This design comes from an exercise in tuning for small area, a short achievable clock period and few clock cycles on the open sky130 flow, not from production work. Function was checked by simulation only, so behaviour that the tests miss may differ from the original. The clock port is modelled as an ideal driver; clocking choices that lean on that would not hold on a real chip. Power is estimated from default activity; no workload was simulated.

// viterbi_decoder
module viterbi_decoder(sys_clk,rst,en,i_data,o_data,o_done);
clock: 5.0 ns
lec_check: 0
abc_area: 1
cap_margin: 20
core_margin: 2
core_utilization: 40
slew_margin: 20
run.sh (not shown) runs the stock make flow with config.mk's settings and CLKGATE_MAP_FILE= SYNTH_SCRIPT=/design/flow/synth_recipe.tcl, a recipe that flattens the netlist after the stock synthesis.
Testbench counts at the start, summed over its fixed seeds: cycles 3,200.
Change:
- SETUP_SLACK_MARGIN: unset -> 0.5
What happened: Critical path depth falls by 6; design area rises by 13%; cell count rises by 2.3%; maximum frequency rises by 6.3%.
Change:
- ABC_AREA: 1 -> unset
- GPL_TIMING_DRIVEN: unset -> 0
- SETUP_SLACK_MARGIN: 0.5 -> unset
Result: Worst hold slack is better by 4.9 ps. Routed wire length is higher by 63%. Final area climbs by 38%. Sequential share of layout area goes down by 2.1 points. Fmax went down by 12%. Clock-buffer cell count does not change. Register-to-register slack barely changes. Die area grows by 20%. First-iteration DRC count rises by 90%.
Change:
==> flow/flow/run.sh (new file) <==
#!/bin/bash
# Standard layout, with the port buffers made from the plain buffer cell
# instead of the delay cell that buffer_ports picks by default.
set -euo pipefail
bash standard.sh "BUFFER_PORTS_ARGS=-buffer_cell sky130_fd_sc_hd__buf_2" finish > make_finish.log 2>&1
==> flow/standard.sh (new file) <==
#!/bin/bash
# synth_recipe.tcl (not shown) runs the flow's synth.tcl, then flattens the netlist and writes it again
# the make line also repeats each setting of config.mk as NAME=value (left out here)
make -C /OpenROAD-flow-scripts/flow DESIGN_CONFIG=/design/flow/config.mk WORK_HOME=/design/flow/orfs CLKGATE_MAP_FILE= SYNTH_SCRIPT=/design/flow/synth_recipe.tcl "${@:-finish}"
- ABC_AREA: unset -> 1
- GPL_TIMING_DRIVEN: 0 -> unset
removed: flow/run.sh
The new run completed without violations.
Register-to-register slack is better by 20 ps.
Synthesized area decreases by 17%.
Total power decreases by 43%.
Via count decreases by 25%.
Sequential share of layout area increases by 3.7 points.
Final area decreases by 40%.
Change:
==> flow/run.sh (new file) <==
#!/bin/bash
# synth_recipe.tcl (not shown) runs the flow's synth.tcl, then flattens the netlist and writes it again
# the make line also repeats each setting of config.mk as NAME=value (left out here)
make -C /OpenROAD-flow-scripts/flow DESIGN_CONFIG=/design/flow/config.mk WORK_HOME=/design/flow/orfs CLKGATE_MAP_FILE= SYNTH_SCRIPT=/design/flow/synth_recipe.tcl finish
- ABC_AREA: 1 -> unset
removed: flow/flow/run.sh
removed: flow/standard.sh
What happened:
- non-clock buffer count climbs by 119
- power rises by well over a third
- sequential cell count does not change
- sequential share of layout area decreases by 4.1 points
- clock power is lower by a few percent
- utilization went up by 22 points
- routed wire length rose by well over a third
- setup slack degrades by 660 ps
- first-iteration DRC count increases to 3.6 times its value
- final area came out higher by well over a third

* * *

Starting RTL as in the previous note.
Settings: LEC_CHECK=0, ABC_AREA=1, CAP_MARGIN=20, CORE_MARGIN=2, CORE_UTILIZATION=40, SETUP_SLACK_MARGIN=1.0, SLEW_MARGIN=20; clock period 5.0 ns.
Stock flow here: none of the scripts above is used.
Testbench counts at the start, summed over its fixed seeds: cycles 3,200.
Then changed:
==> flow/flow/run.sh (new file) <==
#!/bin/bash
# Standard layout, with the port buffers made from the plain buffer cell
# instead of the delay cell that buffer_ports picks by default.
set -euo pipefail
bash standard.sh "BUFFER_PORTS_ARGS=-buffer_cell sky130_fd_sc_hd__buf_1" finish > make_finish.log 2>&1
==> flow/standard.sh (new file) <==
#!/bin/bash
# synth_recipe.tcl (not shown) runs the flow's synth.tcl, then flattens the netlist and writes it again
# the make line also repeats each setting of config.mk as NAME=value (left out here)
make -C /OpenROAD-flow-scripts/flow DESIGN_CONFIG=/design/flow/config.mk WORK_HOME=/design/flow/orfs CLKGATE_MAP_FILE= SYNTH_SCRIPT=/design/flow/synth_recipe.tcl "${@:-finish}"
--- a/flow/config.mk
+++ b/flow/config.mk
@@ -10,4 +10,3 @@
 export CORE_MARGIN = 2
 export CORE_UTILIZATION = 40
-export SETUP_SLACK_MARGIN = 1.0
 export SLEW_MARGIN = 20
removed: flow/run.sh
The new run ran to the end with no violations.
Design area went down by 26%.
Count of clock-buffer cells in the layout does not change.
First-iteration DRC count went up by 22%.
Cell count went down by 7.0%.
Core utilization went down by 16 points.
Clock power went up by about 1%.
Sequential power stays flat.
Power went down by 24%.
Non-clock buffer count went down by 32.

* * *

## lagoon
viterbi_decoder, a different RTL version from the one above (not shown whole).
For scale: about 190 cells after synthesis, roughly 7 flip-flops, roughly 28 I/O pins, roughly 0.0012 mm^2 of cells after synthesis.
export LEC_CHECK = 0
export ABC_AREA = 1
export CAP_MARGIN = 20
export CORE_AREA = 2 2 68 68
export CTS_BUF_LIST = sky130_fd_sc_hd__clkbuf_2
export DIE_AREA = 0 0 70 70
export SLEW_MARGIN = 20
create_clock -name core_clock -period 5.0 [get_ports {sys_clk}]
standard.sh (not shown) runs the stock make flow with config.mk's settings and CLKGATE_MAP_FILE= SYNTH_SCRIPT=/design/flow/synth_recipe.tcl, a recipe that flattens the netlist after the stock synthesis.
==> flow/flow/run.sh <==
#!/bin/bash
set -euo pipefail
PB="BUFFER_PORTS_ARGS=-buffer_cell sky130_fd_sc_hd__buf_2"
bash standard.sh "$PB" cts > make_cts.log 2>&1
export ORFS_RESULTS="$PWD/orfs/results/${FLOW_PLATFORM}/viterbi_decoder/base"
openroad -no_init -exit flow/resize_step.tcl > resize.log 2>&1
bash standard.sh "$PB" finish > make_finish.log 2>&1
==> flow/flow/resize.tcl <==
proc obj {} {
  set a 0.0
  foreach inst [[ord::get_db_block] getInsts] {
    set m [$inst getMaster]
    if {[$m getType] eq "CORE"} { set a [expr {$a + [$m getWidth] * [$m getHeight]}] }
  }
  set a [expr {$a / 1e6}]
  set ws [sta::worst_slack_cmd max]
  set ws [expr {[sta::time_sta_ui $ws]}]
  return [list [expr {$a * ($::period - $ws)}] $a $ws]
}
set ::period $::env(FLOW_PERIOD_NS)
set ::dont_use {}
if {[info exists ::env(DONT_USE_CELLS)]} { set ::dont_use $::env(DONT_USE_CELLS) }
set lib_cells {}
proc family {name} {
  if {[regexp {^(sky130_fd_sc_hd__[a-z0-9]+)_([0-9]+)$} $name -> base n]} { return $base }
  return ""
}
set cands {}
set orig_master [dict create]
foreach inst [[ord::get_db_block] getInsts] {
  set m [$inst getMaster]
  set n [$m getName]
  if {[$m getType] ne "CORE"} { continue }
  if {[regexp {df|clkbuf|clkinv|conb|tap|fill|decap|dly} $n]} { continue }
  set f [family $n]
  if {$f eq ""} { continue }
  set alts {}
  foreach lc [get_lib_cells ${f}_*] {
    set ln [get_name $lc]
    if {[family $ln] ne $f || $ln eq $n} { continue }
    if {[regexp {lpflow|probe} $ln] || [lsearch $::dont_use $ln] >= 0} { continue }
    lappend alts $ln
  }
  if {[llength $alts]} { lappend cands [list [$inst getName] $alts]; dict set orig_master [$inst getName] $n }
}
set best [obj]
puts "resize: start obj [lindex $best 0] area [lindex $best 1] slack [lindex $best 2], [llength $cands] candidates"
for {set pass 0} {$pass < 4} {incr pass} {
  set changed 0
  foreach c $cands {
    set iname [lindex $c 0]
    set inst [[ord::get_db_block] findInst $iname]
    set cur [[$inst getMaster] getName]
    set keep $cur
    foreach alt [concat [lindex $c 1] $cur] {
      if {$alt eq $cur} { continue }
      replace_cell [get_cells $iname] [get_lib_cells $alt]
      set o [obj]
      if {[lindex $o 0] < [lindex $best 0] - 1e-6 && [lindex $o 2] >= 0} {
        set best $o; set keep $alt
      }
      replace_cell [get_cells $iname] [get_lib_cells $keep]
    }
    if {$keep ne $cur} { incr changed; set c [list $iname [lindex $c 1]] }
  }
  puts "resize: pass $pass changed $changed obj [lindex $best 0] area [lindex $best 1] slack [lindex $best 2]"
  if {$changed == 0} break
}
foreach c $cands {
  set iname [lindex $c 0]
  set now [[[[ord::get_db_block] findInst $iname] getMaster] getName]
  if {$now ne [dict get $orig_master $iname]} { puts "resize: $iname [dict get $orig_master $iname] -> $now" }
}
==> flow/flow/resize_step.tcl <==
# Runs between ORFS's cts and grt steps: reads the post-CTS database, sizes
# the logic gates with flow/resize.tcl, legalises the placement and writes the
# database back for the rest of the standard flow.
set res $::env(ORFS_RESULTS)
read_db $res/4_cts.odb
read_liberty $::env(FLOW_HOME)/platforms/sky130hd/lib/sky130_fd_sc_hd__tt_025C_1v80.lib
read_sdc $res/4_cts.sdc
source $::env(FLOW_HOME)/platforms/sky130hd/setRC.tcl
estimate_parasitics -placement
source [file join [file dirname [info script]] resize.tcl]
detailed_placement
check_placement -verbose
estimate_parasitics -placement
puts "resize: after legalisation area/slack [obj]"
write_db $res/4_cts.odb
Every stage of the flow completed for lagoon, and the final layout passed the timing, design-rule and antenna checks.
Testbench counts of lagoon, summed over its fixed seeds: cycles 3,200.
Edits applied to the flow inputs when going from lagoon to nickel:
==> flow/flow/perturb.tcl (new file) <==
expr {srand(12345)}
proc config_get {} {
  set d [dict create]
  foreach c $::cands { set n [lindex $c 0]; dict set d $n [[[[ord::get_db_block] findInst $n] getMaster] getName] }
  return $d
}
proc config_set {d} {
  dict for {n m} $d {
    if {[[[[ord::get_db_block] findInst $n] getMaster] getName] ne $m} { replace_cell [get_cells $n] [get_lib_cells $m] }
  }
}
proc greedy {maxpass} {
  for {set pass 0} {$pass < $maxpass} {incr pass} {
    set changed 0
    foreach c $::cands {
      set iname [lindex $c 0]
      set inst [[ord::get_db_block] findInst $iname]
      set cur [[$inst getMaster] getName]
      set keep $cur
      foreach alt [lindex $c 1] {
        if {$alt eq $cur} { continue }
        replace_cell [get_cells $iname] [get_lib_cells $alt]
        set o [obj]
        if {[lindex $o 0] < [lindex $::best 0] - 1e-6 && [lindex $o 2] >= 0} { set ::best $o; set keep $alt }
        replace_cell [get_cells $iname] [get_lib_cells $keep]
      }
      if {$keep ne $cur} { incr changed }
    }
    if {$changed == 0} break
  }
}
set bestcfg [config_get]; set bestobj $best
for {set r 0} {$r < $::env(RESIZE_ROUNDS)} {incr r} {
  foreach c $cands {
    if {rand() < 0.1} {
      set alts [lindex $c 1]
      set alt [lindex $alts [expr {int(rand() * [llength $alts])}]]
      set n [lindex $c 0]
      if {[[[[ord::get_db_block] findInst $n] getMaster] getName] ne $alt} { replace_cell [get_cells $n] [get_lib_cells $alt] }
    }
  }
  set best [obj]
  greedy 3
  if {[lindex $best 0] < [lindex $bestobj 0] - 1e-6 && [lindex $best 2] >= 0} {
    set bestobj $best; set bestcfg [config_get]
    puts "resize: round $r improved obj [lindex $best 0] area [lindex $best 1] slack [lindex $best 2]"
  } else {
    config_set $bestcfg; set best $bestobj
    puts "resize: round $r no gain ([lindex $best 0])"
  }
}
config_set $bestcfg
set best [obj]
puts "resize: perturbation done obj [lindex $best 0] area [lindex $best 1] slack [lindex $best 2]"
--- a/flow/flow/resize.tcl
+++ b/flow/flow/resize.tcl
@@ -1,0 +2 @@
+  estimate_parasitics -placement
@@ -36 +37 @@
-  if {[llength $alts]} { lappend cands [list [$inst getName] $alts]; dict set orig_master [$inst getName] $n }
+  if {[llength $alts]} { lappend cands [list [$inst getName] [concat $alts $n]]; dict set orig_master [$inst getName] $n }
--- a/flow/flow/resize_step.tcl
+++ b/flow/flow/resize_step.tcl
@@ -10,0 +11,2 @@
+set ::env(RESIZE_ROUNDS) 6
+source [file join [file dirname [info script]] perturb.tcl]
@@ -14,0 +17,5 @@
+# a second round on the legalised placement
+source [file join [file dirname [info script]] resize.tcl]
+detailed_placement
+check_placement -verbose
+puts "resize: after second legalisation area/slack [obj]"
==> comparison <==
- nickel against lagoon: detailed-route wire length on metal 1 neither gained nor lost much, clock share of power about even, combinational power share up 0.5 points.

* * *

viterbi_decoder, a different RTL version from the one above (not shown whole).
For scale: roughly 210 cells after synthesis, ~7 flip-flops, about 28 I/O pins, ~0.0013 mm^2 of cells after synthesis.
clock: 5.0 ns
lec_check: 0
abc_area: 1
cap_margin: 20
core_margin: 2
core_utilization: 40
slew_margin: 20
==> flow/flow/run.sh <==
#!/bin/bash
# The standard layout (the standard.sh, standard synthesis unchanged),
# except that the port buffers are made from sky130_fd_sc_hd__buf_2 instead of
# the delay cell that buffer_ports picks by default. Every port still gets
# one buffer. The make output goes to make_finish.log; ORFS's own per-step
# logs are under orfs/logs/.
set -euo pipefail
bash standard.sh "BUFFER_PORTS_ARGS=-buffer_cell sky130_fd_sc_hd__buf_2" finish > make_finish.log 2>&1
The first run went through all stages and came out clean.
Testbench counts at the start, summed over its fixed seeds: cycles 3,200.
==> next run, changes <==
Settings changed: GPL_TIMING_DRIVEN from default to 0.
Effect: Worst hold slack barely changes; sequential power stays flat; synthesized area stays the same; maximum frequency stays flat; power is higher slightly; via count stays flat; non-clock buffer count climbs by 2; critical path depth stays the same.

* * *

viterbi_decoder, a different RTL version from the one above (not shown whole).
Size in the first run: about 7 flip-flops, ~28 I/O pins, roughly 0.0011 sq mm of cells after synthesis.
==> flow/config.mk <==
export PLATFORM = sky130hd
export DESIGN_NAME = viterbi_decoder
export DESIGN_NICKNAME = viterbi_decoder
export VERILOG_FILES = /design/flow/design.v
export SDC_FILE = /design/flow/constraint.sdc
export NUM_CORES = 4
export LEC_CHECK = 0
export ABC_AREA = 1
export CAP_MARGIN = 20
export CORE_AREA = 2 2 68 68
export DIE_AREA = 0 0 70 70
export SLEW_MARGIN = 20
==> flow/constraint.sdc <==
create_clock -name core_clock -period 5.0 [get_ports {sys_clk}]
set_input_delay 1.0000 -clock core_clock [delete_from_list [all_inputs] [get_ports {sys_clk}]]
set_output_delay 1.0000 -clock core_clock [all_outputs]
set_load 0.01 [all_outputs]
Scripts as last shown in full above: flow/flow/run.sh
Testbench counts at the start, summed over its fixed seeds: cycles 3,200.
Then changed:
Settings changed: CORE_AREA 2 2 68 68 to unset, CORE_MARGIN set to 2, CORE_UTILIZATION set to 40, DIE_AREA 0 0 70 70 to unset, SETUP_SLACK_MARGIN set to 0.3.
The changed run passed the timing, design-rule and antenna checks; routed wire length barely changes; worst hold slack improves by 0.0082 ns; worst setup slack stays flat; via count goes down by 2.4%; clock skew hardly moves; utilization goes up by 16 points; synthesized cell count does not change.
Then changed:
--- a/flow/flow/run.sh
+++ b/flow/flow/run.sh
@@ -8 +8 @@
-bash standard.sh "BUFFER_PORTS_ARGS=-buffer_cell sky130_fd_sc_hd__buf_2" finish > make_finish.log 2>&1
+bash standard.sh "BUFFER_PORTS_ARGS=-buffer_cell sky130_fd_sc_hd__buf_2" RECOVER_POWER=100 finish > make_finish.log 2>&1
Settings changed: CORE_AREA set to 2 2 68 68, CORE_MARGIN 2 to unset, CORE_UTILIZATION 40 to unset, DIE_AREA set to 0 0 70 70, SETUP_SLACK_MARGIN 0.3 to unset.
Outcome: The new run finished clean. Worst setup slack loses 0.21 ns. Routed wire length went up by 1.3%. Core utilization went down by 17 points. Cell count went up by 8.2%. Clock power went up by 66%. Power went up by 7.4%. Cell area went up by 2.2%. Maximum frequency went down by 4.9%. Sequential power hardly moves. Flip-flop and latch count stays the same. Count of clock-buffer cells in the layout went down by 1.
Then changed:
--- a/flow/flow/run.sh
+++ b/flow/flow/run.sh
@@ -8 +8 @@
-bash standard.sh "BUFFER_PORTS_ARGS=-buffer_cell sky130_fd_sc_hd__buf_2" RECOVER_POWER=100 finish > make_finish.log 2>&1
+bash standard.sh "BUFFER_PORTS_ARGS=-buffer_cell sky130_fd_sc_hd__buf_2" finish > make_finish.log 2>&1
Settings changed: CORE_AREA 2 2 68 68 to unset, CORE_MARGIN set to 2, CORE_UTILIZATION set to 40, DIE_AREA 0 0 70 70 to unset, SETUP_SLACK_MARGIN set to 1.1.
=> Area after synthesis is unchanged; wire length grows by 20%; sequential cell count is unchanged; clock-buffer cell count grows by 1; non-clock buffer count grows by 18; maximum frequency grows by 7.0%; combinational power grows by about 55%; setup slack is better by 0.28 ns.
Then changed:
Settings changed: CORE_AREA set to 2 2 68 68, CORE_MARGIN 2 to unset, CORE_UTILIZATION 40 to unset, DIE_AREA set to 0 0 70 70, PLACE_DENSITY set to 0.85, SETUP_SLACK_MARGIN 1.1 to unset.
After rerunning:
- setup slack gets worse by 0.13 ns
- clock skew barely changes
- wire length is lower by 18%
- maximum frequency is lower by 3.2%
- sequential share of layout area is higher by 2.5 points
- die area is higher by 48%
Then changed:
Settings changed: CORE_AREA 2 2 68 68 to unset, CORE_MARGIN set to 2, CORE_UTILIZATION set to 25, DIE_AREA 0 0 70 70 to unset, PLACE_DENSITY 0.85 to unset.
=>
- final area does not change
- hold slack got worse by 0.0066 ns
- synthesized cell count stays the same
- die area rises by 4.9%
- first-iteration DRC count falls by 33%
- total power falls by 0.35%
- setup slack got worse by 0.022 ns
- critical path depth falls by 5

## re-timing with driven ports
Ports are ideal in the flow. The routed layouts listed here were re-timed in OpenROAD. Step 1, drivers: a clkbuf_16 drives sys_clk and a buf_2 each remaining input, both assumed. Step 2 times the ports against the registers' clock, not the clock port: input delays grow and output delays shrink by t, the midpoint of the rising clock arrivals with the driver on. Slacks: no drivers / after step 1 / after step 2; pairs: no drivers / after step 1.
run	t, ns	setup slack, ns	worst hold slack (ns)	worst setup path at the end
the first run of note 1	0.239	0.417 / 0.413 / 0.174	0.504 / 0.504 / 0.504	input to register
the second run of note 1	0.239	0.687 / 0.684 / 0.445	0.504 / 0.504 / 0.504	input to register
the third run of note 1	0.246	0.107 / 0.101 / -0.146	0.509 / 0.509 / 0.509	input to register
the fourth run of note 1	0.256	0.767 / 0.768 / 0.513	0.495 / 0.495 / 0.495	input to register
the fifth run of note 1	0.246	0.105 / 0.092 / -0.154	0.504 / 0.504 / 0.504	input to register
the first run of note 2	0.239	1.001 / 0.982 / 0.743	0.504 / 0.504 / 0.504	input to register
the second run of note 2	0.241	0.623 / 0.619 / 0.378	0.503 / 0.503 / 0.503	input to register
lagoon	0.243	0.948 / 0.945 / 0.702	0.524 / 0.525 / 0.525	input to register
nickel	0.243	1.083 / 1.081 / 0.837	0.513 / 0.513 / 0.513	input to register
the first run of note 4	0.264	0.679 / 0.680 / 0.417	0.500 / 0.500 / 0.500	input to register
the second run of note 4	0.262	0.687 / 0.687 / 0.426	0.498 / 0.498 / 0.498	input to register
the first run of note 5	0.249	0.918 / 0.918 / 0.669	0.491 / 0.491 / 0.491	input to register
the second run of note 5	0.258	0.917 / 0.912 / 0.655	0.499 / 0.499 / 0.499	input to register
the third run of note 5	0.249	0.708 / 0.706 / 0.457	0.498 / 0.498 / 0.498	input to register
the fourth run of note 5	0.259	0.988 / 0.984 / 0.725	0.499 / 0.499 / 0.499	input to register
the fifth run of note 5	0.245	0.856 / 0.854 / 0.609	0.492 / 0.492 / 0.492	input to register
the sixth run of note 5	0.240	0.834 / 0.835 / 0.595	0.486 / 0.486 / 0.486	input to register
With both steps, setup timing fails in the third run of note 1 and the fifth run of note 1, where it was met with ideal ports. For the fourth run of note 5, which loses most, drivers alone change the setup slack by -0.004 ns; drivers and shift together by -0.263 ns.
